Context: an optimization exercise on an open-source flow, tuned for small area, a short achievable clock period and few clock cycles per item. The choices shown serve that exercise and are no tape-out recipe. Only simulation tests tie the RTL to the original design; equivalence was not proved.

===== design/flow/run.sh =====
#!/bin/bash
# synth_recipe.tcl (not shown) runs the flow's synth.tcl, then flattens the netlist and writes it again
# the make line also repeats each setting of config.mk as NAME=value (left out here)
make -C /OpenROAD-flow-scripts/flow DESIGN_CONFIG=/design/flow/config.mk WORK_HOME=/design/flow/orfs CLKGATE_MAP_FILE= SYNTH_SCRIPT=/design/flow/synth_recipe.tcl finish

===== design/flow/config.mk =====
export PLATFORM = sky130hd
export DESIGN_NAME = avalon_accel
export DESIGN_NICKNAME = avalon_accel
export VERILOG_FILES = /design/flow/design.v
export SDC_FILE = /design/flow/constraint.sdc
export NUM_CORES = 4
export LEC_CHECK = 0
export CAP_MARGIN = 20
export CORE_MARGIN = 2
export CORE_UTILIZATION = 40
export SLEW_MARGIN = 20

===== design/flow/constraint.sdc =====
create_clock -name core_clock -period 5.0 [get_ports {clk}]
set_input_delay 1.0000 -clock core_clock [delete_from_list [all_inputs] [get_ports {clk}]]
set_output_delay 1.0000 -clock core_clock [all_outputs]
set_load 0.01 [all_outputs]

===== design/flow/design.v =====
module present_rounds (
  input        [63:0]  s0,
  input       [127:0]  k0,
  input        [4:0]   rc,
  output logic [63:0]  s3,
  output logic [127:0] k3,
  output logic [63:0]  ct
);
function automatic [3:0] sbox(input [3:0] x);
  sbox[0] = (~x[0] & ~x[1] &  x[2] & ~x[3]) | (~x[0] &  x[1] &  x[3]) | (~x[0] & ~x[2] &  x[3]) |
            ( x[0] & ~x[1] &  x[2] &  x[3]) | ( x[0] &  x[1] & ~x[3]) | ( x[0] & ~x[2] & ~x[3]);
  sbox[1] = (~x[0] &  x[1] & ~x[2]) | (~x[0] &  x[1] & ~x[3]) | ( x[0] &  x[2] &  x[3]) |
            (~x[1] & ~x[2] &  x[3]) | ( x[1] & ~x[2] & ~x[3]);
  sbox[2] = (~x[0] &  x[1] & ~x[2]) | (~x[0] & ~x[2] & ~x[3]) | ( x[0] & ~x[1] & ~x[2]) |
            ( x[0] &  x[1] &  x[2] & ~x[3]) | (~x[1] &  x[2] &  x[3]);
  sbox[3] = (~x[0] & ~x[1] & ~x[3]) | (~x[0] &  x[2] & ~x[3]) | ( x[0] &  x[1] & ~x[3]) |
            ( x[0] & ~x[2] &  x[3]) | ( x[1] & ~x[2] &  x[3]);
endfunction
function automatic [63:0] round(input [63:0] s, input [63:0] rk);
  logic [63:0] a, b;
  a = s ^ rk;
  for (int i = 0; i < 16; i++)
    b[4*i +: 4] = sbox(a[4*i +: 4]);
  for (int i = 0; i < 63; i++)
    round[(16*i) % 63] = b[i];
  round[63] = b[63];
endfunction
function automatic [127:0] kstep(input [127:0] k, input [4:0] r);
  logic [127:0] t;
  t = {k[66:0], k[127:67]};
  t[127:124] = sbox(t[127:124]);
  t[123:120] = sbox(t[123:120]);
  t[66:62] = t[66:62] ^ r;
  kstep = t;
endfunction
logic [63:0]  s1, s2;
logic [127:0] k1, k2;
always_comb begin
  s1 = round(s0, k0[127:64]);
  k1 = kstep(k0, rc);
  s2 = round(s1, k1[127:64]);
  k2 = kstep(k1, rc + 5'd1);
  s3 = round(s2, k2[127:64]);
  k3 = kstep(k2, rc + 5'd2);
  ct = s1 ^ k1[127:64];
end
endmodule
module avalon_accel(
  input  clk,
  input  reset_n,
  input         avs_write,
  input  [31:0] avs_writedata,
  output [31:0] avs_readdata,
  input  [4:0]  avs_address,
  output        avm_write,
  output        avm_read,
  input         avm_waitrequest,
  output [31:0] avm_writedata,
  input  [31:0] avm_readdata,
  output [31:0] avm_address,
  output  irq
);
logic [31:0] R [0:7];
always_ff @(posedge clk or negedge reset_n)
  if (!reset_n)
    for (int i = 0; i < 8; i++)
      R[i] <= '0;
  else if (avs_write)
    R[avs_address[4:2]] <= avs_writedata;
assign avs_readdata = R[avs_address[4:2]];
wire ctrl_wr = avs_write && (avs_address[4:2] == 3'd7);
localparam [2:0] B_EMPTY = 3'd0, B_PTLO = 3'd1, B_PTFULL = 3'd2, B_CT = 3'd3, B_CTHI = 3'd4;
logic [2:0]  bst;       
logic        job;       
logic        done;      
logic        run;       
logic [4:0]  rc;        
logic [31:0] rrem;      
logic [29:0] rd_addr, wr_addr;
logic [63:0] buff;
logic [63:0] st;
logic [127:0] key;
wire start = ctrl_wr && avs_writedata[0] && !job && !done;
wire clear = ctrl_wr && (avs_writedata == 32'd0);
wire ack     = !avm_waitrequest;
wire rrem_nz = |rrem;
wire rd_lo   = job && (bst == B_EMPTY) && rrem_nz;
wire rd_hi   = (bst == B_PTLO);
wire wr_lo   = (bst == B_CT);
wire wr_hi   = (bst == B_CTHI);
wire rd_req  = rd_lo || rd_hi;
wire wr_req  = wr_lo || wr_hi;
wire rd_done_lo = rd_lo && ack;
wire rd_done_hi = rd_hi && ack;
wire wr_done_hi = wr_hi && ack;
wire [63:0]  s3, ct;
wire [127:0] k3;
present_rounds u_rounds (.s0(st), .k0(key), .rc(rc), .s3(s3), .k3(k3), .ct(ct));
wire cfin     = run && (rc == 5'd31);
wire pt_avail = (bst == B_PTFULL);
wire [63:0] pt = buff;
wire load_pt  = pt_avail && (!run || cfin);
wire no_more  = !rrem_nz && (bst != B_PTFULL);
wire ct_last  = cfin && no_more && (bst == B_EMPTY);
wire ct_to_b  = (cfin && pt_avail) || ct_last;
wire advance  = run && !cfin;
wire irq_set = job && wr_done_hi && !rrem_nz && !run;
always_ff @(posedge clk or negedge reset_n)
  if (!reset_n) begin
    bst  <= B_EMPTY;
    job  <= 1'b0;
    done <= 1'b0;
    run  <= 1'b0;
  end else begin
    if (start) job <= 1'b1;
    else if (irq_set) job <= 1'b0;
    if (clear) done <= 1'b0;
    else if (irq_set) done <= 1'b1;
    if (load_pt) run <= 1'b1;
    else if (ct_last) run <= 1'b0;
    case (bst)
      B_EMPTY:  if (ct_last) bst <= B_CT;
                else if (rd_done_lo) bst <= B_PTLO;
      B_PTLO:   if (rd_done_hi) bst <= B_PTFULL;
      B_PTFULL: if (load_pt) bst <= cfin ? B_CT : B_EMPTY;
      B_CT:     if (ack) bst <= B_CTHI;
      B_CTHI:   if (ack) bst <= B_EMPTY;
      default:  bst <= B_EMPTY;
    endcase
  end
always_ff @(posedge clk) begin
  if (start) begin
    rd_addr <= R[4][31:2];
    wr_addr <= R[5][31:2];
    rrem    <= R[6];
  end else begin
    if (rd_req && ack) rd_addr <= rd_addr + 30'd1;
    if (wr_req && ack) wr_addr <= wr_addr + 30'd1;
    if (rd_done_hi) rrem <= rrem - 32'd1;
  end
  if (load_pt) begin
    st  <= pt;
    key <= {R[3], R[2], R[1], R[0]};
    rc  <= 5'd1;
  end else if (advance) begin
    st  <= s3;
    key <= k3;
    rc  <= rc + 5'd3;
  end
  if (ct_to_b) buff <= ct;
  else begin
    if (rd_done_lo) buff[31:0] <= avm_readdata;
    if (rd_done_hi) buff[63:32] <= avm_readdata;
  end
end
assign irq           = done || irq_set;
assign avm_read      = rd_req;
assign avm_write     = wr_req;
assign avm_address   = {wr_req ? wr_addr : rd_addr, 2'b00};
assign avm_writedata = wr_hi ? buff[63:32] : buff[31:0];
endmodule

==> results of run 1 <==
final timing paths:
check	from	endpoint	slack, ps	depth (start not counted)
min in group core_clock	R[7][4]	R[7][4]	500	1
worst max register to register	key[66]	st[47]	710	10
worst min register to register	R[7][4]	R[7][4]	500	1
worst max-delay path	rrem[18]	irq	250	6
worst min-delay path	reset_n	R[4][12]	350	1
max in group asynchronous	reset_n	R[0][1]	3580	2
logic make-up after synthesis:
family	after synthesis
simple gates	1370
compound gates	668
flops	615
xor+xnor	452
mux	360
buf+inv	209
fa+ha+maj	8
other cells	1
metal layers:
layer,wire (um),vias to the layer above
met5,13,-
met4,7360,2
met3,9680,231
met2,58900,1312
met1,56600,14900
li1,-,13600
cell usage in the layout, fill, tap and decap left out, drive strengths merged, types with 14 or more instances in the layout:
cell / instances
nand2: 623
edfxtp: 348
nor2: 346
mux2: 299
dfrtp: 262
a21oi: 231
xnor2: 222
xor2: 192
clkdlybuf4s50: 163
o21ai: 139
clkbuf: 98
nand3: 77
buf: 75
nor3: 74
nand4: 43
mux2i: 41
inv: 39
a211oi: 35
nor4: 35
nand2b: 32
and3: 32
xnor3: 31
o211ai: 27
o31ai: 26
o22ai: 24
o221ai: 24
a31oi: 22
clkinv: 21
or3: 20
mux4: 20
a21o: 16
or4: 14
layout make-up:
class / instances / area (um2)
Fill cell: 8920 / 49900
Multi-Input combinational cell: 2860 / 19600
Sequential cell: 615 / 17100
Timing Repair Buffer: 238 / 2320
Clock buffer: 98 / 1990
Tap cell: 1254 / 1570
Clock inverter: 30 / 383
Inverter: 38 / 143
Antenna cell: 2 / 5.00
per-stage QoR:
step / hold slack (ps) / setup slack [ps] / cells / cell area [um2]
floorplan: 471 / 502 / 3684 / 37400
global placement: 480 / 584 / 5005 / 40700
detailed placement: 486 / 596 / 5005 / 40700
CTS: 371 / 178 / 5133 / 43100
global route: 414 / 123 / 5134 / 43100
finish: 346 / 250 / 5135 / 43100
flip-flops by register name (all words and copies together) (netlist names), 5 cells and up:
name     cells
rc           5
st          64
rrem        32
rd_addr     30
wr_addr     30
buff        64
key        128
R          256
==> summary.txt, run 1 <==
Clocking
  • CTS tree: done
  • Worst-Skew Late Latency: 660 ps
  • Worst-path clk slew: 60 ps
  • Post-CTS Resized: 0
  • Hold bufs inserted after CTS: 0
  • Post-CTS Setup Inserts: 0
  • CTS Sinks: 615
  • H-tree Lvls: 3
  • Longest Clk Path Bufs: 3
  • CTS Root Cell: clkbuf_16
  • TritonCTS buffer count: 70

Timing
  • Fin crit period: 4750 ps
  • Final hold viol count: 0
  • Max-slew headroom: 0.277
  • Clock Skew: 32.8 ps
  • Achievable clock frequency: 0.211 GHz
  • RSZ-0062 raised after global routing: no
  • Setup TNS: 0 ps
  • Period Utilization, post-route: 0.950
  • Slew Limit Fails: 0
  • Measured slew at the worst slew-check pin: 1080 ps
  • Finish-stage setup viols: 0

Layout
  • Final core utilization: 0.463
  • Share of layout cells above drive strength 1: 0.152
  • Final #Nets: 3,904
  • P&R area growth vs syn: 15.3%

Flow run
  • Max cap viols: 0

Worst hold path
  • Worst min path class: in -> async

Die
  • Num rows: 112
  • Die W: 310 um
  • Effective utilization at floorplan: 0.402
  • Core area: 93,000 um2
  • Die area: 96,000 um2
  • # IOs: 172
  • Die height: 310 um

Synthesis
  • Compound-Gate Fraction of Synth Area: 0.116
  • Post-synthesis cell area: 37,400 um2
  • Number of flops mapped to enable cells by yosys: 348
  • Share of the yosys chip area belonging to registers: 0.457
  • Top cell type's share of synthesized area: 0.279
  • Main synth FF type: edfxtp_1
  • Synth Area in Simple Gates: 0.164
  • Synth Area per Inst: 10.2 um2
  • Gate Count Post-Synth: 3,683
  • Multiplexer share of the synthesized area: 0.113
  • Asr flop ratio synth: 0.426
  • Commonest cells post-synth: 623 x nand2_1, 348 x edfxtp_1, 346 x nor2_1
  • Synth warnings: 3
  • Unique cell type count in the Yosys netlist: 98
  • Synth top area cells: edfxtp_1 28%, dfrtp_1 18%, mux2_2 9.0%
  • Largest area contributor in the netlist: edfxtp_1
  • Post-Synth XOR/XNOR Area: 0.126
  • Adder-Cell Fraction of Synth Area: 0.00268
  • Synth Register Bits: 615
  • Count leader, synth: nand2_1
  • Combinational family with the most area after synthesis: simple AND/OR/NAND/NOR gates

Drt
  • Routed len/inst: 25.8 um
  • Antenna Violating Nets Remaining: 0
  • Drt first pass iters: 7
  • Post-route DRC violation count: 0
  • Via count: 30,100
  • Drt first-iter violations: 3,283
  • Detailed-route wire length: 133,000 um
  • Vias/cell: 5.85

Critical path
  • Critical path startpoint category: register
  • CP Cell Sequence: or4_1 > nor4_1 > nand4_1 > buf_4 > o21bai_1 > clkdlybuf4s50_1
  • Worst Path Arrival: 3750 ps
  • Worst path required time: 4000 ps
  • Slowest CP cell: or4_1
  • CP delay by family, top: simple AND/OR/NAND/NOR gates
  • Buffer and inverter count on the worst path: 2
  • CP Class: reg -> out
  • Crit Path Max Fanout: 7
  • Crit end category: primary output
  • Max incr delay on CP: 640 ps

Placement
  • RD Place Congestion: 1.01
  • Post-DP HPWL: 100,000 um
  • Port Buffer Count: 167

Status
  • Status: timing/DRC/antenna clean

Global routing
  • Initial antenna violation count: 2
  • Met3 Usage GRT: 0.0350
  • Pin count of the biggest net entering global routing: 114
  • Met1 GRT Util: 0.381
  • Vias in the first global route: 27,700
  • Overflow after GRT: 0
  • M2 GR Usage: 0.421
  • First-pass GRT wire length: 191,000 um
  • Busiest grt layer: met2
  • Total track usage: 0.273
Testbench counts, summed over its fixed seeds: cycles 10,277, blocks 799.
==> run 2, diff against run 1 <==
--- a/design/flow/design.v
+++ b/design/flow/design.v
@@ -77,4 +77,5 @@
 logic [4:0]  rc;        
 logic [31:0] rrem;      
+logic        all_read;  
 logic [29:0] rd_addr, wr_addr;
 logic [63:0] buff;
@@ -84,5 +85,5 @@
 wire clear = ctrl_wr && (avs_writedata == 32'd0);
 wire ack     = !avm_waitrequest;
-wire rrem_nz = |rrem;
+wire rrem_nz = !all_read;
 wire rd_lo   = job && (bst == B_EMPTY) && rrem_nz;
 wire rd_hi   = (bst == B_PTLO);
@@ -112,4 +113,5 @@
     done <= 1'b0;
     run  <= 1'b0;
+    all_read <= 1'b0;
   end else begin
     if (start) job <= 1'b1;
@@ -117,4 +119,6 @@
     if (clear) done <= 1'b0;
     else if (irq_set) done <= 1'b1;
+    if (start) all_read <= 1'b0;
+    else if (rd_done_hi && rrem == 32'd1) all_read <= 1'b1;
     if (load_pt) run <= 1'b1;
     else if (ct_last) run <= 1'b0;
--- a/design/flow/config.mk
+++ b/design/flow/config.mk
@@ -9,3 +9,4 @@
 export CORE_MARGIN = 2
 export CORE_UTILIZATION = 40
+export SETUP_SLACK_MARGIN = 1.3
 export SLEW_MARGIN = 20
==> run 2 against run 1 <==
Against the previous run:
- still clean
- first-iteration DRC count is 15% higher
- critical path depth stayed put
- clock-buffer cell count is 7 higher
- global-route usage is 0.60 points higher
- die area is 1.2% higher
- critical endpoint is now avs_readdata[10]
- largest cell class unchanged
==> summary.txt, run 2 <==
Clocking
  • CTS Root Cell: clkbuf_16
  • CTS tree: done
  • Longest Clk Path Bufs: 3 (unchanged)
  • TritonCTS buffer count: 74 (+5.7%)
  • Worst-path clk slew: 60 ps (about the same)
  • Worst-Skew Late Latency: 670 ps (about the same)
  • Hold bufs inserted after CTS: 0 (unchanged)
  • H-tree Lvls: 3 (unchanged)
  • CTS Sinks: 616 (+0.16%)

Critical path
  • CP Class: in -> out
  • Worst path required time: 4000 ps (about the same)
  • Crit Path Max Fanout: 32 (+25)
  • Max incr delay on CP: 500 ps (-140 ps)
  • R2r worst-path depth: 10 (unchanged)
  • R2r endpoint: st[10]
  • CP Cell Sequence: buf_12 > buf_16 > mux2i_1 > o22ai_1 > o22a_1 > clkdlybuf4s50_1
  • Crit end category: primary output
  • R2r setup slk: 1290 ps (+580 ps)
  • Stages on worst setup path: 6 (unchanged)
  • CP delay by family, top: buffers and inverters
  • Buffer and inverter count on the worst path: 3 (+1)
  • Critical path destination: avs_readdata[10]
  • Critical path startpoint category: input pin
  • Worst Path Arrival: 2730 ps (-1020 ps)
  • Slowest CP cell: clkdlybuf4s50_1
  • Reg-to-Reg Start: key[86]
  • Critical path launch point: avs_address[3]

Layout
  • Final #Nets: 4,035 (+3.4%)
  • Biggest regs: R (256), key (128)
  • Largest register by flop count: R
  • Post-route cell area: 46,500 um2 (+7.9%)
  • Share of layout cells above drive strength 1: 0.224 (+0.0721)
  • Fill cells: 8,643 (-3.1%)
  • Non-filler cells, final: 5,271 (+2.6%)
  • P&R area growth vs syn: 22.9%
  • Commonest cells after routing, fill and taps aside: 603 x nand2_1, 348 x edfxtp_1, 326 x nor2_1, 304 x mux2_2, 260 x dfrtp_1
  • Commonest non-fill, non-tap cell in the layout: nand2_1
  • Max reg flops: 256 (unchanged)

Timing
  • Setup TNS: 0 ps (unchanged)
  • Achievable clock frequency: 0.268 GHz (+27%)
  • Final hold viol count: 0 (unchanged)
  • Measured slew at the worst slew-check pin: 1160 ps (+74.0 ps)
  • Fin crit period: 3730 ps (-1020 ps)
  • Clock Skew: 46.9 ps (+14.1 ps)
  • Finish-stage setup viols: 0 (unchanged)
  • WHS: 346 ps (+0.687 ps)
  • Period Utilization, post-route: 0.746 (-0.204)
  • Max-slew headroom: 0.228 (-0.0493)
  • RSZ-0062 raised after global routing: yes
  • Slew Limit Fails: 0 (unchanged)

Global routing
  • Vias in the first global route: 28,700 (+3.6%)
  • First-pass GRT wire length: 199,000 um (+4.3%)
  • Pin count of the biggest net entering global routing: 144 (+26%)
  • Initial antenna violation count: 3 (+1)
  • Total track usage: 0.279 (+0.00597)
  • Overflow after GRT: 0 (unchanged)

Die
  • Core area: 93,600 um2 (+0.60%)
  • # IOs: 172 (unchanged)
  • Die height: 312 um (+0.60%)
  • Die W: 312 um (+0.60%)
  • Effective utilization at floorplan: 0.404 (+0.00246)
  • Die area: 97,100 um2 (+1.2%)
  • Num rows: 112 (unchanged)

Synthesis
  • Post-synthesis cell area: 37,900 um2 (+1.2%)
  • Asr flop ratio synth: 0.427 (+0.000932)
  • Largest area contributor in the netlist: edfxtp_1
  • Commonest cells post-synth: 605 x nand2_1, 348 x edfxtp_1, 339 x nor2_1
  • Synth Area per Inst: 10.2 um2 (+0.64%)
  • Share of the yosys chip area belonging to registers: 0.453 (-0.00484)
  • Synth warnings: 3 (unchanged)
  • Synth top area cells: edfxtp_1 28%, dfrtp_1 17%, mux2_2 9.1%
  • Count leader, synth: nand2_1
  • Gate Count Post-Synth: 3,704 (+0.57%)
  • Main synth FF type: edfxtp_1
  • Top cell type's share of synthesized area: 0.276 (-0.00336)
  • Synth Register Bits: 616 (+0.16%)
  • Number of flops mapped to enable cells by yosys: 348 (unchanged)
  • Unique cell type count in the Yosys netlist: 99 (+1.0%)

Placement
  • Post-Place Cells: 5,014 (+0.18%)
  • RD Place Congestion: 1.02 (+1.1%)
  • Port Buffer Count: 167 (unchanged)
  • Post-DP HPWL: 103,000 um (+2.2%)
  • Placed Instance Area: 41,100 um2 (+0.94%)

Drt
  • Drt first pass iters: 5 (-2)
  • Routed len/inst: 26.6 um (+2.9%)
  • Antenna Violating Nets Remaining: 0 (unchanged)
  • Post-route DRC violation count: 0 (unchanged)
  • Detailed-route wire length: 140,000 um (+5.6%)
  • Vias/cell: 5.92 (+1.1%)
  • Drt first-iter violations: 3,769 (+15%)
  • Via count: 31,200 (+3.8%)

Worst hold path
  • Worst min path class: in -> async

Status
  • Status: timing/DRC/antenna clean

Flow run
  • Max cap viols: 0 (unchanged)
[run 2: cell types whose count changed in the layout (fill, tap and decap cells not counted), sizes merged, moves of 12 or more]
cell	change
or3	+14
buf	+107
dlymetal6s2s	+19
o211ai	+18
dlygate4sd2	+16
nand2	-18
xor2	-12
clkdlybuf4s50	-37
[run 2: area by class of cell]
cell class	count	area [um2]	share of cell area
diodes	3	7.51	0.000161
repair buffers	348	3520	0.0756
flip-flops and latches	616	17100	0.368
multi-input cells	2882	21600	0.464
clock buffers	105	2130	0.0458
clock inverters	32	464	0.00998
inverters	30	120	0.00258
well taps	1254	1570	0.0337
repair inverters	1	7.51	0.000161
[run 2: stage by stage]
step | util | setup slack, ps
floorplan | - | 1260
global placement | 0.439 | 627
detailed placement | 0.439 | 639
CTS | 0.481 | 1200
global route | 0.497 | 1190
finish | 0.497 | 1270
[run 2: cells by family after synthesis]
logic type | count (synthesis) | share of synthesized area
AOI/OAI and AO/OA | 713 | 0.124
xor gates and xnor gates | 433 | 0.122
adders and majority gates | 9 | 0.00297
buffers and inverters | 208 | 0.0215
DFF | 616 | 0.453
muxes | 373 | 0.117
other | 1 | 0.0000991
and+or+nand+nor | 1351 | 0.160
[run 2: worst reg2reg max path, delay by kind of cell (launching register included)]
family | cells | cell delay [ps]
DFF | 1 | 660
xor gates and xnor gates | 4 | 1150
and+or+nand+nor | 3 | 680
AOI/OAI and AO/OA | 3 | 1050
[run 2: worst min path at each step]
stage,to,startpoint,slack [ps]
after global routing,R[7][25],reset_n,430
after floorplan,R[7][11],R[7][11],470
after CTS,R[5][30],reset_n,390
final,R[5][30],reset_n,350
after global placement,R[7][21],R[7][21],480
after detailed placement,R[7][25],R[7][25],490
[run 2: per-layer routing]
layer  global-route usage  up-vias  share of wire
li1                     -    14000              -
met2                0.437     1427           0.45
met3               0.0381      273          0.080
met1                0.386    15500           0.42
met5                    0        -        0.00022
met4                0.124        4          0.054
[run 2: repair_timing]
item | 4_1_cts | 5_1_grt
endpoints found under the setup margin | 157 | 92
cloned | 5 | 2
resized for setup | 154 | 161
pin swaps | 14 | 37
setup buffers | 51 | 59
Testbench counts of run 2, summed over its fixed seeds: cycles 10,277, blocks 799.
==> run 3, diff against run 2 <==
--- a/design/flow/config.mk
+++ b/design/flow/config.mk
@@ -6,7 +6,8 @@
 export NUM_CORES = 4
 export LEC_CHECK = 0
+export ABC_CLOCK_PERIOD_IN_PS = 3300
 export CAP_MARGIN = 20
 export CORE_MARGIN = 2
 export CORE_UTILIZATION = 40
-export SETUP_SLACK_MARGIN = 1.3
+export SETUP_SLACK_MARGIN = 1.6
 export SLEW_MARGIN = 20
==> run 3 against run 2 <==
Against the previous run:
- sequential cell count stayed put
- first-iteration DRC count decreased by 5.1%
- clock skew decreased by 25 ps
- clock-buffer cell count is 5 lower
- worst hold slack improved by 91 ps
- non-clock buffer count increased by 245
- die area stayed put
- critical endpoint is now st[42]
==> summary.txt, run 3 <==
Critical path
  • R2r endpoint: st[42]
  • Worst path required time: 5380 ps (+1380 ps)
  • Critical path startpoint category: register
  • Critical path launch point: key[76]
  • Crit end category: register
  • CP Class: reg -> reg
  • R2r setup slk: 1300 ps (about the same)
  • Critical path destination: st[42]
  • Reg-to-Reg Start: key[76]
  • Crit Path Max Fanout: 5 (-84%)
  • Worst Path Arrival: 4080 ps (+1350 ps)
  • R2r worst-path depth: 12 (+2)

Timing
  • WHS: 438 ps (+91.1 ps)
  • Measured slew at the worst slew-check pin: 1310 ps (+155 ps)
  • PnR worst setup slack: 1300 ps (+31.3 ps)
  • RSZ-0062 raised after global routing: yes
  • Fin crit period: 3700 ps (-31.3 ps)
  • Period Utilization, post-route: 0.740 (-0.00625)
  • Achievable clock frequency: 0.270 GHz (+0.85%)
  • Max-slew headroom: 0.125 (-0.103)
  • Slew Limit Fails: 0 (unchanged)
  • Final hold viol count: 0 (unchanged)
  • Clock Skew: 22.1 ps (-24.8 ps)
  • Setup TNS: 0 ps (unchanged)
  • Finish-stage setup viols: 0 (unchanged)

Synthesis
  • Asr flop ratio synth: 0.427 (unchanged)
  • Compound-Gate Fraction of Synth Area: 0.124 (unchanged)
  • Multiplexer share of the synthesized area: 0.117 (unchanged)
  • Top cell type's share of synthesized area: 0.276 (unchanged)
  • Share of the yosys chip area belonging to registers: 0.453 (unchanged)
  • Combinational family with the most area after synthesis: simple AND/OR/NAND/NOR gates
  • Number of flops mapped to enable cells by yosys: 348 (unchanged)
  • Adder-Cell Fraction of Synth Area: 0.00297 (unchanged)
  • Synth Register Bits: 616 (unchanged)
  • Largest area contributor in the netlist: edfxtp_1
  • Count leader, synth: nand2_1
  • Synth warnings: 3 (unchanged)
  • Commonest cells post-synth: 605 x nand2_1, 348 x edfxtp_1, 339 x nor2_1
  • Post-Synth XOR/XNOR Area: 0.122 (unchanged)
  • Synth top area cells: edfxtp_1 28%, dfrtp_1 17%, mux2_2 9.1%
  • Gate Count Post-Synth: 3,704 (unchanged)
  • Unique cell type count in the Yosys netlist: 99 (unchanged)
  • Synth Area in Simple Gates: 0.160 (unchanged)
  • Main synth FF type: edfxtp_1
  • Synth Area per Inst: 10.2 um2 (unchanged)
  • Post-synthesis cell area: 37,900 um2 (unchanged)

Layout
  • Biggest regs: R (256), key (128)
  • Commonest non-fill, non-tap cell in the layout: nand2_1
  • Largest register by flop count: R
  • Commonest cells after routing, fill and taps aside: 584 x nand2_1, 348 x edfxtp_1, 330 x buf_4, 312 x nor2_1, 292 x mux2_2
  • Max reg flops: 256 (unchanged)
  • Share of layout cells above drive strength 1: 0.339 (+0.115)
  • P&R area growth vs syn: 34.1%
  • Final #Nets: 4,279 (+6.0%)

Clocking
  • Worst-path clk slew: 60 ps (about the same)
  • TritonCTS buffer count: 71 (-4.1%)
  • CTS Root Cell: clkbuf_16
  • Longest Clk Path Bufs: 3 (unchanged)
  • Worst-Skew Late Latency: 630 ps (-40 ps)
  • CTS tree: done
  • H-tree Lvls: 3 (unchanged)
  • CTS Sinks: 616 (unchanged)

Die
  • Die area: 97,100 um2 (unchanged)
  • Die W: 312 um (unchanged)
  • Num rows: 112 (unchanged)
  • Effective utilization at floorplan: 0.404 (unchanged)
  • Core area: 93,600 um2 (unchanged)
  • Die height: 312 um (unchanged)
  • # IOs: 172 (unchanged)

Global routing
  • Initial antenna violation count: 3 (unchanged)
  • Overflow after GRT: 0 (unchanged)
  • Vias in the first global route: 30,500 (+6.3%)
  • First-pass GRT wire length: 211,000 um (+6.2%)
  • Pin count of the biggest net entering global routing: 118 (-18%)
  • Total track usage: 0.296 (+0.0169)

Worst hold path
  • Worst min path class: in -> async

Placement
  • RD Place Congestion: 0.979 (-3.9%)
  • Pre-CTS setup slack: 698 ps (+59.1 ps)
  • Post-DP HPWL: 104,000 um (+1.3%)
  • Port Buffer Count: 167 (unchanged)

Drt
  • Drt first-iter violations: 3,578 (-5.1%)
  • Via count: 32,900 (+5.4%)
  • Drt first pass iters: 5 (unchanged)
  • Detailed-route wire length: 150,000 um (+7.2%)
  • Antenna Violating Nets Remaining: 0 (unchanged)
  • Vias/cell: 5.96 (+0.79%)
  • Post-route DRC violation count: 0 (unchanged)
  • Routed len/inst: 27.2 um (+2.5%)

Flow run
  • Max cap viols: 0 (unchanged)

Status
  • Status: timing/DRC/antenna clean
run 3: cell count changes in the layout (fill, tap and decap cells not counted), sizes merged, moves of 9 or more:
cell           before  now
buf               182  450
clkbuf            107  130
clkdlybuf4s50     126   68
dlygate4sd2        16    7
dlymetal6s2s       19   28
run 3: how the worst min path moves through the flow:
| stage | end | depth (start not counted) | start | slack [ps] |
|---|---|---|---|---|
| floorplan | R[7][11] | 1 | R[7][11] | 470 |
| global placement | R[7][17] | 1 | R[7][17] | 480 |
| finish | R[5][30] | 1 | reset_n | 440 |
| detailed placement | R[7][20] | 1 | R[7][20] | 490 |
| global route | R[7][17] | 1 | R[7][17] | 500 |
| CTS | R[5][30] | 1 | reset_n | 490 |
run 3: layout make-up:
class | instances | area [um2]
clock buffer | 100 | 2020
antenna | 2 | 5.00
inverter | 30 | 124
timing repair buffer | 593 | 5720
tap | 1254 | 1570
timing repair inverter | 1 | 7.51
multi-input combinational | 2884 | 23900
clock inverter | 30 | 302
sequential | 616 | 17100
fill | 8152 | 42900
run 3: timing repair:
action / CTS / global route
setup endpoints to repair: 253 / 150
gates resized for setup: 522 / 456
endpoints found under the hold margin: 0 / 0
hold buffers: 0 / 0
buffers inserted: 225 / 117
gates cloned: 13 / 4
pin swaps: 122 / 174
run 3: cell families (layout without fill, tap and decap cells):
logic type,count (synthesis),count (layout)
and+or+nand+nor,1351,1353
DFF,616,616
muxes,373,373
xor gates and xnor gates,433,434
AOI/OAI and AO/OA,713,713
buffers and inverters,208,754
other,1,4
adders and majority gates,9,9
run 3: worst max-delay path, cell delays in order (launching register included):
cell and delay, ps:
edfxtp_1 540, xnor2_2 320, a211oi_2 110, nor4_2 410, xnor2_2 220, or3b_1 400, o211a_1 300, buf_4 160
o21ai_0 320, o311ai_2 180, a21boi_2 200, o31ai_1 100, buf_4 160
run 3: per-stage QoR:
stage          instances   util  area, um2
2_1_floorplan       3705      -      37900
3_3_place_gp        5018  0.440      41200
3_5_place_dp        5019  0.440      41200
4_1_cts             5387  0.513      48000
5_1_grt             5508  0.542      50700
6_report            5510  0.542      50700
run 3: routing by layer:
metal | GRT usage | vias up | share of wire
met5 | 0 | - | 0.00011
li1 | - | 14500 | -
met4 | 0.155 | 2 | 0.063
met1 | 0.402 | 16400 | 0.40
met2 | 0.461 | 1621 | 0.45
met3 | 0.0405 | 340 | 0.087
==> run 4, diff against run 3 <==
--- a/design/flow/config.mk
+++ b/design/flow/config.mk
@@ -6,8 +6,8 @@
 export NUM_CORES = 4
 export LEC_CHECK = 0
-export ABC_CLOCK_PERIOD_IN_PS = 3300
 export CAP_MARGIN = 20
 export CORE_MARGIN = 2
-export CORE_UTILIZATION = 40
-export SETUP_SLACK_MARGIN = 1.6
+export CORE_UTILIZATION = 65
+export PLACE_DENSITY = 0.75
+export SETUP_SLACK_MARGIN = 1.3
 export SLEW_MARGIN = 20
==> run 4 against run 3 <==
Against the previous run:
- worst hold slack worse by 36 ps
- via count increased by 7.3%
- critical path depth decreased by 3
- largest cell class unchanged
- core utilization rose by 26 points
- clock skew up 0.73 ps
- final area is 8.7% lower
- final cell count shrank 12%
- register-to-register slack worse by 100 ps
- critical path type is now in -> out
- wire length up 4.3%
- synthesized cell count did not move
==> summary.txt, run 4 <==
Synthesis
  • Top cell type's share of synthesized area: 0.276 (unchanged)
  • Commonest cells post-synth: 605 x nand2_1, 348 x edfxtp_1, 339 x nor2_1
  • Asr flop ratio synth: 0.427 (unchanged)
  • Synth top area cells: edfxtp_1 28%, dfrtp_1 17%, mux2_2 9.1%
  • Post-Synth XOR/XNOR Area: 0.122 (unchanged)
  • Gate Count Post-Synth: 3,704 (unchanged)
  • Largest area contributor in the netlist: edfxtp_1
  • Post-synthesis cell area: 37,900 um2 (unchanged)
  • Unique cell type count in the Yosys netlist: 99 (unchanged)
  • Synth warnings: 3 (unchanged)
  • Synth Area in Simple Gates: 0.160 (unchanged)
  • Number of flops mapped to enable cells by yosys: 348 (unchanged)
  • Share of the yosys chip area belonging to registers: 0.453 (unchanged)
  • Count leader, synth: nand2_1
  • Synth Register Bits: 616 (unchanged)
  • Compound-Gate Fraction of Synth Area: 0.124 (unchanged)
  • Main synth FF type: edfxtp_1
  • Adder-Cell Fraction of Synth Area: 0.00297 (unchanged)
  • Multiplexer share of the synthesized area: 0.117 (unchanged)
  • Combinational family with the most area after synthesis: simple AND/OR/NAND/NOR gates
  • Synth Area per Inst: 10.2 um2 (unchanged)

Timing
  • Setup TNS: 0 ps (unchanged)
  • Final hold viol count: 0 (unchanged)
  • PnR worst setup slack: 873 ps (-427 ps)
  • RSZ-0062 raised after global routing: yes
  • Slew Limit Fails: 0 (unchanged)
  • Max-slew headroom: 0.222 (+0.0978)
  • Period Utilization, post-route: 0.825 (+0.0855)
  • Achievable clock frequency: 0.242 GHz (-10%)
  • Measured slew at the worst slew-check pin: 1160 ps (-155 ps)
  • Finish-stage setup viols: 0 (unchanged)
  • Fin crit period: 4130 ps (+427 ps)
  • Clock Skew: 22.9 ps (+0.731 ps)
  • WHS: 402 ps (-35.7 ps)

Clocking
  • CTS Sinks: 616 (unchanged)
  • Worst-Skew Late Latency: 640 ps (about the same)
  • Hold bufs inserted after CTS: 0 (unchanged)
  • CTS tree: done
  • H-tree Lvls: 3 (unchanged)
  • CTS Root Cell: clkbuf_16
  • TritonCTS buffer count: 66 (-7.0%)
  • Longest Clk Path Bufs: 3 (unchanged)
  • Worst-path clk slew: 70 ps (about the same)

Global routing
  • Total track usage: 0.499 (+0.203)
  • Vias in the first global route: 32,700 (+7.1%)
  • Overflow after GRT: 0 (unchanged)
  • First-pass GRT wire length: 217,000 um (+2.7%)
  • Initial antenna violation count: 18 (+15)
  • Pin count of the biggest net entering global routing: 162 (+37%)

Layout
  • Largest register by flop count: R
  • Final core utilization: 0.805 (+0.262)
  • Biggest regs: R (256), key (128)
  • P&R area growth vs syn: 22.4%
  • Share of layout cells above drive strength 1: 0.244 (-0.0954)
  • Final #Nets: 4,091 (-4.4%)
  • Fill cells: 3,215 (-61%)
  • Commonest non-fill, non-tap cell in the layout: nand2_1
  • Non-filler cells, final: 4,832 (-12%)
  • Commonest cells after routing, fill and taps aside: 601 x nand2_1, 348 x edfxtp_1, 325 x nor2_1, 305 x mux2_2, 260 x dfrtp_1
  • Max reg flops: 256 (unchanged)

Placement
  • Post-Place Cells: 4,538 (-9.6%)
  • Post-DP HPWL: 101,000 um (-2.8%)
  • Port Buffer Count: 167 (unchanged)
  • RD Place Congestion: 1.07 (+9.1%)
  • Pre-CTS setup slack: 652 ps (-46.3 ps)

Critical path
  • Worst Path Arrival: 3130 ps (-950 ps)
  • Reg-to-Reg Start: key[104]
  • R2r endpoint: st[38]
  • Critical path launch point: avs_address[2]
  • Crit end category: primary output
  • Critical path destination: avs_readdata[17]
  • Worst path required time: 4000 ps (-1380 ps)
  • CP Class: in -> out
  • R2r worst-path depth: 10 (-2)
  • R2r setup slk: 1200 ps (-100 ps)
  • Crit Path Max Fanout: 20 (+15)
  • Critical path startpoint category: input pin

Die
  • # IOs: 172 (unchanged)
  • Effective utilization at floorplan: 0.657 (+0.253)
  • Num rows: 88 (-21%)
  • Core area: 57,600 um2 (-38%)
  • Die area: 60,200 um2 (-38%)
  • Die height: 245 um (-21%)
  • Die W: 245 um (-21%)

Worst hold path
  • Worst min path class: in -> async

Status
  • Status: timing/DRC/antenna clean

Drt
  • Post-route DRC violation count: 0 (unchanged)
  • Vias/cell: 7.30 (+22%)
  • Drt first pass iters: 10 (+5)
  • Drt first-iter violations: 5,687 (+59%)
  • Detailed-route wire length: 156,000 um (+4.3%)
  • Via count: 35,300 (+7.3%)
  • Antenna Violating Nets Remaining: 0 (unchanged)
  • Routed len/inst: 32.4 um (+19%)

Flow run
  • Max cap viols: 0 (unchanged)
==> run 4: cell counts after synthesis <==
No cell type changed its count.
==> run 4: cell type report <==
class	instances	area [um2]	area share
Clock buffer	80	1790	0.0385
Multi-Input combinational cell	2881	21900	0.472
Timing Repair inverter	1	7.51	0.000162
Inverter	30	124	0.00267
Clock inverter	40	508	0.0110
Antenna cell	6	15.0	0.000324
Sequential cell	616	17100	0.370
Tap cell	765	957	0.0207
Timing Repair Buffer	413	3930	0.0847
==> run 4: how the worst min path moves through the flow <==
stage | endpoint | startpoint | slack [ps] | cells after the start
global placement | R[7][11] | R[7][11] | 480 | 1
finish | R[4][7] | reset_n | 400 | 1
global route | R[4][3] | reset_n | 480 | 1
CTS | R[4][7] | reset_n | 450 | 1
floorplan | R[7][11] | R[7][11] | 470 | 1
detailed placement | R[7][7] | R[7][7] | 490 | 1
==> run 4: cells by family (layout without fill, tap and decap cells) <==
kind of cell / after synthesis / in the layout
other cells: 1 / 8
compound gates: 713 / 713
xor+xnor: 433 / 433
mux: 373 / 373
flops: 616 / 616
buf+inv: 208 / 564
fa+ha+maj: 9 / 9
simple gates: 1351 / 1351
==> run 4: metrics by stage <==
step	cell area, um2
after floorplan	37900
after global placement	40500
after detailed placement	40600
after CTS	44400
after global routing	46300
final	46300
==> run 4: layer usage <==
layer / share of wire / global-route usage / wire length, um
met1: 0.32 / 0.599 / 50100
met2: 0.43 / 0.750 / 67400
met3: 0.14 / 0.144 / 21400
met4: 0.11 / 0.405 / 17400
met5: 0.00078 / 0 / 122
==> run 4: repair_timing <==
action / CTS / global route
setup endpoints to repair: 152 / 108
pin swaps: 18 / 58
resized for setup: 180 / 187
buffers inserted: 65 / 97
cloned: 3 / 2
==> run 4: critical path, cell delays in order <==
cell and delay (ps):
buf_12 180, clkinvlp_4 270, buf_4 220, buf_6 150
o21ai_0 220, a21boi_1 290, o22ai_1 180, o22a_1 290
dlygate4sd2_1 320
==> run 5, diff against run 4 <==
--- a/design/flow/design.v
+++ b/design/flow/design.v
@@ -3,6 +3,6 @@
   input       [127:0]  k0,
   input        [4:0]   rc,
-  output logic [63:0]  s3,
-  output logic [127:0] k3,
+  output logic [63:0]  s2,
+  output logic [127:0] k2,
   output logic [63:0]  ct
 );
@@ -34,6 +34,6 @@
   kstep = t;
 endfunction
-logic [63:0]  s1, s2;
-logic [127:0] k1, k2;
+logic [63:0]  s1;
+logic [127:0] k1;
 always_comb begin
   s1 = round(s0, k0[127:64]);
@@ -41,6 +41,4 @@
   s2 = round(s1, k1[127:64]);
   k2 = kstep(k1, rc + 5'd1);
-  s3 = round(s2, k2[127:64]);
-  k3 = kstep(k2, rc + 5'd2);
   ct = s1 ^ k1[127:64];
 end
@@ -95,7 +93,7 @@
 wire rd_done_hi = rd_hi && ack;
 wire wr_done_hi = wr_hi && ack;
-wire [63:0]  s3, ct;
-wire [127:0] k3;
-present_rounds u_rounds (.s0(st), .k0(key), .rc(rc), .s3(s3), .k3(k3), .ct(ct));
+wire [63:0]  s2, ct;
+wire [127:0] k2;
+present_rounds u_rounds (.s0(st), .k0(key), .rc(rc), .s2(s2), .k2(k2), .ct(ct));
 wire cfin     = run && (rc == 5'd31);
 wire pt_avail = (bst == B_PTFULL);
@@ -148,7 +146,7 @@
     rc  <= 5'd1;
   end else if (advance) begin
-    st  <= s3;
-    key <= k3;
-    rc  <= rc + 5'd3;
+    st  <= s2;
+    key <= k2;
+    rc  <= rc + 5'd2;
   end
   if (ct_to_b) buff <= ct;
--- a/design/flow/config.mk
+++ b/design/flow/config.mk
@@ -8,6 +8,5 @@
 export CAP_MARGIN = 20
 export CORE_MARGIN = 2
-export CORE_UTILIZATION = 65
-export PLACE_DENSITY = 0.75
-export SETUP_SLACK_MARGIN = 1.3
+export CORE_UTILIZATION = 40
+export SETUP_SLACK_MARGIN = 1.9
 export SLEW_MARGIN = 20
==> run 5 against run 4 <==
Against the previous run:
- sequential share of layout area up 2.6 points
- first-iteration DRC count is 47% lower
- wire length is 18% lower
- critical endpoint unchanged
- highest routed layer unchanged
==> summary.txt, run 5 <==
Critical path
  • Top cell by count, worst path: buf_16
  • Worst Path Arrival: 2420 ps (-710 ps)
  • CP Cell Sequence: buf_16 > buf_16 > nor2b_4 > buf_6 > a22oi_1 > o21ai_1 > o21a_1 > dlygate4sd2_1
  • Crit Path Max Fanout: 6 (-70%)
  • Max incr delay on CP: 290 ps (-30 ps)
  • Slowest CP cell: dlygate4sd2_1
  • Crit end category: primary output
  • CP delay by family, top: buffers and inverters
  • Buffer and inverter count on the worst path: 4 (-1)
  • Worst path required time: 4000 ps (about the same)
  • Critical path startpoint category: input pin
  • CP Class: in -> out

Drt
  • Detailed-route wire length: 128,000 um (-18%)
  • Vias/cell: 5.91 (-19%)
  • Drt first pass iters: 6 (-4)
  • Routed len/inst: 26.9 um (-17%)
  • Post-route DRC violation count: 0 (unchanged)
  • Antenna Violating Nets Remaining: 0 (unchanged)
  • Drt first-iter violations: 3,012 (-47%)
  • Via count: 28,000 (-20%)

Synthesis
  • Asr flop ratio synth: 0.428 (+0.000694)
  • Synth top area cells: edfxtp_1 30%, dfrtp_1 19%, mux2_2 9.3%
  • Commonest cells post-synth: 638 x nand2_1, 348 x edfxtp_1, 286 x mux2_2
  • Main synth FF type: edfxtp_1
  • Post-synthesis cell area: 34,500 um2 (-8.9%)
  • Count leader, synth: nand2_1
  • Synth Register Bits: 615 (-0.16%)
  • Gate Count Post-Synth: 3,278 (-12%)
  • Share of the yosys chip area belonging to registers: 0.496 (+0.0439)
  • Number of flops mapped to enable cells by yosys: 348 (unchanged)
  • Synth warnings: 3 (unchanged)
  • Unique cell type count in the Yosys netlist: 93 (-6.1%)
  • Top cell type's share of synthesized area: 0.303 (+0.0271)
  • Synth Area per Inst: 10.5 um2 (+2.9%)
  • Largest area contributor in the netlist: edfxtp_1

Clocking
  • CTS Root Cell: clkbuf_16
  • H-tree Lvls: 3 (unchanged)
  • CTS tree: done
  • TritonCTS buffer count: 72 (+9.1%)
  • Longest Clk Path Bufs: 3 (unchanged)
  • CTS Sinks: 615 (-0.16%)
  • Worst-path clk slew: 60 ps (about the same)
  • Worst-Skew Late Latency: 650 ps (about the same)
  • Hold bufs inserted after CTS: 0 (unchanged)

Die
  • Num rows: 107 (+22%)
  • # IOs: 172 (unchanged)
  • Die W: 298 um (+21%)
  • Die height: 298 um (+21%)
  • Core area: 85,300 um2 (+48%)
  • Effective utilization at floorplan: 0.404 (-0.253)
  • Die area: 88,500 um2 (+47%)

Timing
  • RSZ-0062 raised after global routing: yes
  • Achievable clock frequency: 0.292 GHz (+21%)
  • Final hold viol count: 0 (unchanged)
  • Fin crit period: 3420 ps (-707 ps)
  • Slew Limit Fails: 0 (unchanged)
  • Max-slew headroom: 0.177 (-0.0452)
  • Measured slew at the worst slew-check pin: 1220 ps (+63.2 ps)
  • Clock Skew: 36.7 ps (+13.8 ps)
  • Setup TNS: 0 ps (unchanged)
  • Period Utilization, post-route: 0.684 (-0.141)
  • Finish-stage setup viols: 0 (unchanged)

Layout
  • Non-filler cells, final: 4,748 (-1.7%)
  • Max reg flops: 256 (unchanged)
  • Share of layout cells above drive strength 1: 0.249 (+0.00500)
  • Commonest non-fill, non-tap cell in the layout: nand2_1
  • Final #Nets: 3,626 (-11%)
  • P&R area growth vs syn: 25.5%
  • Biggest regs: R (256), key (128)
  • Post-route cell area: 43,300 um2 (-6.6%)
  • Largest register by flop count: R
  • Commonest cells after routing, fill and taps aside: 623 x nand2_1, 348 x edfxtp_1, 260 x dfrtp_1, 219 x mux2_2, 218 x nor2_1

Global routing
  • Vias in the first global route: 25,900 (-21%)
  • First-pass GRT wire length: 178,000 um (-18%)
  • Overflow after GRT: 0 (unchanged)
  • Pin count of the biggest net entering global routing: 158 (-2.5%)
  • Total track usage: 0.276 (-0.223)
  • Initial antenna violation count: 4 (-14)

Status
  • Status: timing/DRC/antenna clean

Placement
  • RD Place Congestion: 0.927 (-13%)
  • Port Buffer Count: 167 (unchanged)
  • Post-DP HPWL: 88,000 um (-13%)
  • Placed Instance Area: 37,500 um2 (-7.6%)
  • Post-Place Cells: 4,475 (-1.4%)

Flow run
  • Max cap viols: 0 (unchanged)

Worst hold path
  • Worst min path class: in -> async
run 5: cell types whose count changed in the layout (fill, tap and decap cells not counted), sizes merged, moves of 20 or more:
cell	change
xnor2	-35
xor2	-41
nor3	-20
or3	-20
o21ai	+73
a21oi	-98
xnor3	-21
nand2	+34
buf	+22
o211ai	-27
clkdlybuf4s50	-70
nor2	-99
clkbuf	+26
run 5: layer usage:
metal	GRT usage	wire, um
met2	0.429	57800
met1	0.371	51100
met4	0.0988	5360
met5	0	46
met3	0.0713	13600
run 5: per-stage QoR:
step	utilization	hold slack, ps	setup slack, ps
floorplan	-	474	1710
global placement	0.440	481	545
detailed placement	0.440	488	543
CTS	0.493	433	1590
global route	0.507	477	1510
finish	0.507	412	1580
run 5: layout make-up:
type	instances	area, um2
antenna	2	5.00
clock buffer	99	2010
clock inverter	29	383
fill	7605	42000
inverter	31	169
multi-input combinational	2478	17900
sequential	615	17100
tap	1144	1430
timing repair buffer	350	4240
run 5: what timing repair did:
item	in CTS	in global routing
resized for setup	672	174
cloned	22	7
setup buffers	82	32
setup endpoints to repair	173	162
pin swaps	57	62
run 5: kinds of logic (layout without fill, tap and decap cells):
group	count (synthesis)	in the layout	synth area share
AND/OR/NAND/NOR	1185	1186	0.151
flip-flops	615	615	0.496
AO/OA/AOI/OAI	591	592	0.110
multiplexers	362	362	0.122
XOR/XNOR	331	331	0.0962
buffers and inverters	188	509	0.0218
adder cells (fa/ha/maj)	5	5	0.00182
other	1	4	0.000109
run 5: final timing paths:
check / startpoint / to / slack (ps) / depth (start not counted)
worst max-delay path: avs_address[2] / avs_readdata[17] / 1580 / 8
worst min-delay path: reset_n / R[1][4] / 410 / 1
worst max register to register: key[122] / st[47] / 1970 / 7
worst min register to register: R[7][31] / R[7][31] / 500 / 1
max in group asynchronous: reset_n / R[4][31] / 3510 / 2
min in group core_clock: R[7][31] / R[7][31] / 500 / 1
Testbench counts of run 5, summed over its fixed seeds: cycles 14,161, blocks 799.

[afterwards: timing with drivers on the ports]
No port has a modelled driver above. Below, the same layouts with a new extraction and two added sets of constraints. Step 1 (the two cells are an assumption about what drives the block):
set clk [get_ports {clk}]
set_driving_cell -lib_cell sky130_fd_sc_hd__clkbuf_16 $clk
set_driving_cell -lib_cell sky130_fd_sc_hd__buf_2 [delete_from_list [all_inputs] $clk]
Step 2 moves the port delays by t, midway between the first and last clock arrival at a register: inputs arrive t later, outputs are due t later. That takes back most of the time a late clock gives input paths. a / b / c = no drivers / after step 1 / after step 2; a / b = the first two.
run | shift t [ns] | setup WS [ns] | hold WS [ns] | latest minus earliest clock arrival (ns) | pins driven straight from the clock port
run 1 | 0.712 | 0.250 / 0.182 / 0.508 | 0.346 / 0.347 / 0.499 | 0.034 / 0.034 | 1
run 2 | 0.708 | 1.269 / 1.150 / 1.055 | 0.346 / 0.330 / 0.504 | 0.047 / 0.047 | 1
run 3 | 0.688 | 1.300 / 1.300 / 1.004 | 0.438 / 0.428 / 0.503 | 0.022 / 0.022 | 1
run 4 | 0.698 | 0.873 / 0.811 / 0.701 | 0.402 / 0.382 / 0.507 | 0.024 / 0.024 | 1
run 5 | 0.703 | 1.579 / 1.340 / 1.134 | 0.412 / 0.390 / 0.500 | 0.042 / 0.042 | 1
After both steps setup and hold are still met in every run listed. For run 5, which loses most, drivers alone change the setup slack by -0.239 ns; drivers and shift together by -0.445 ns.
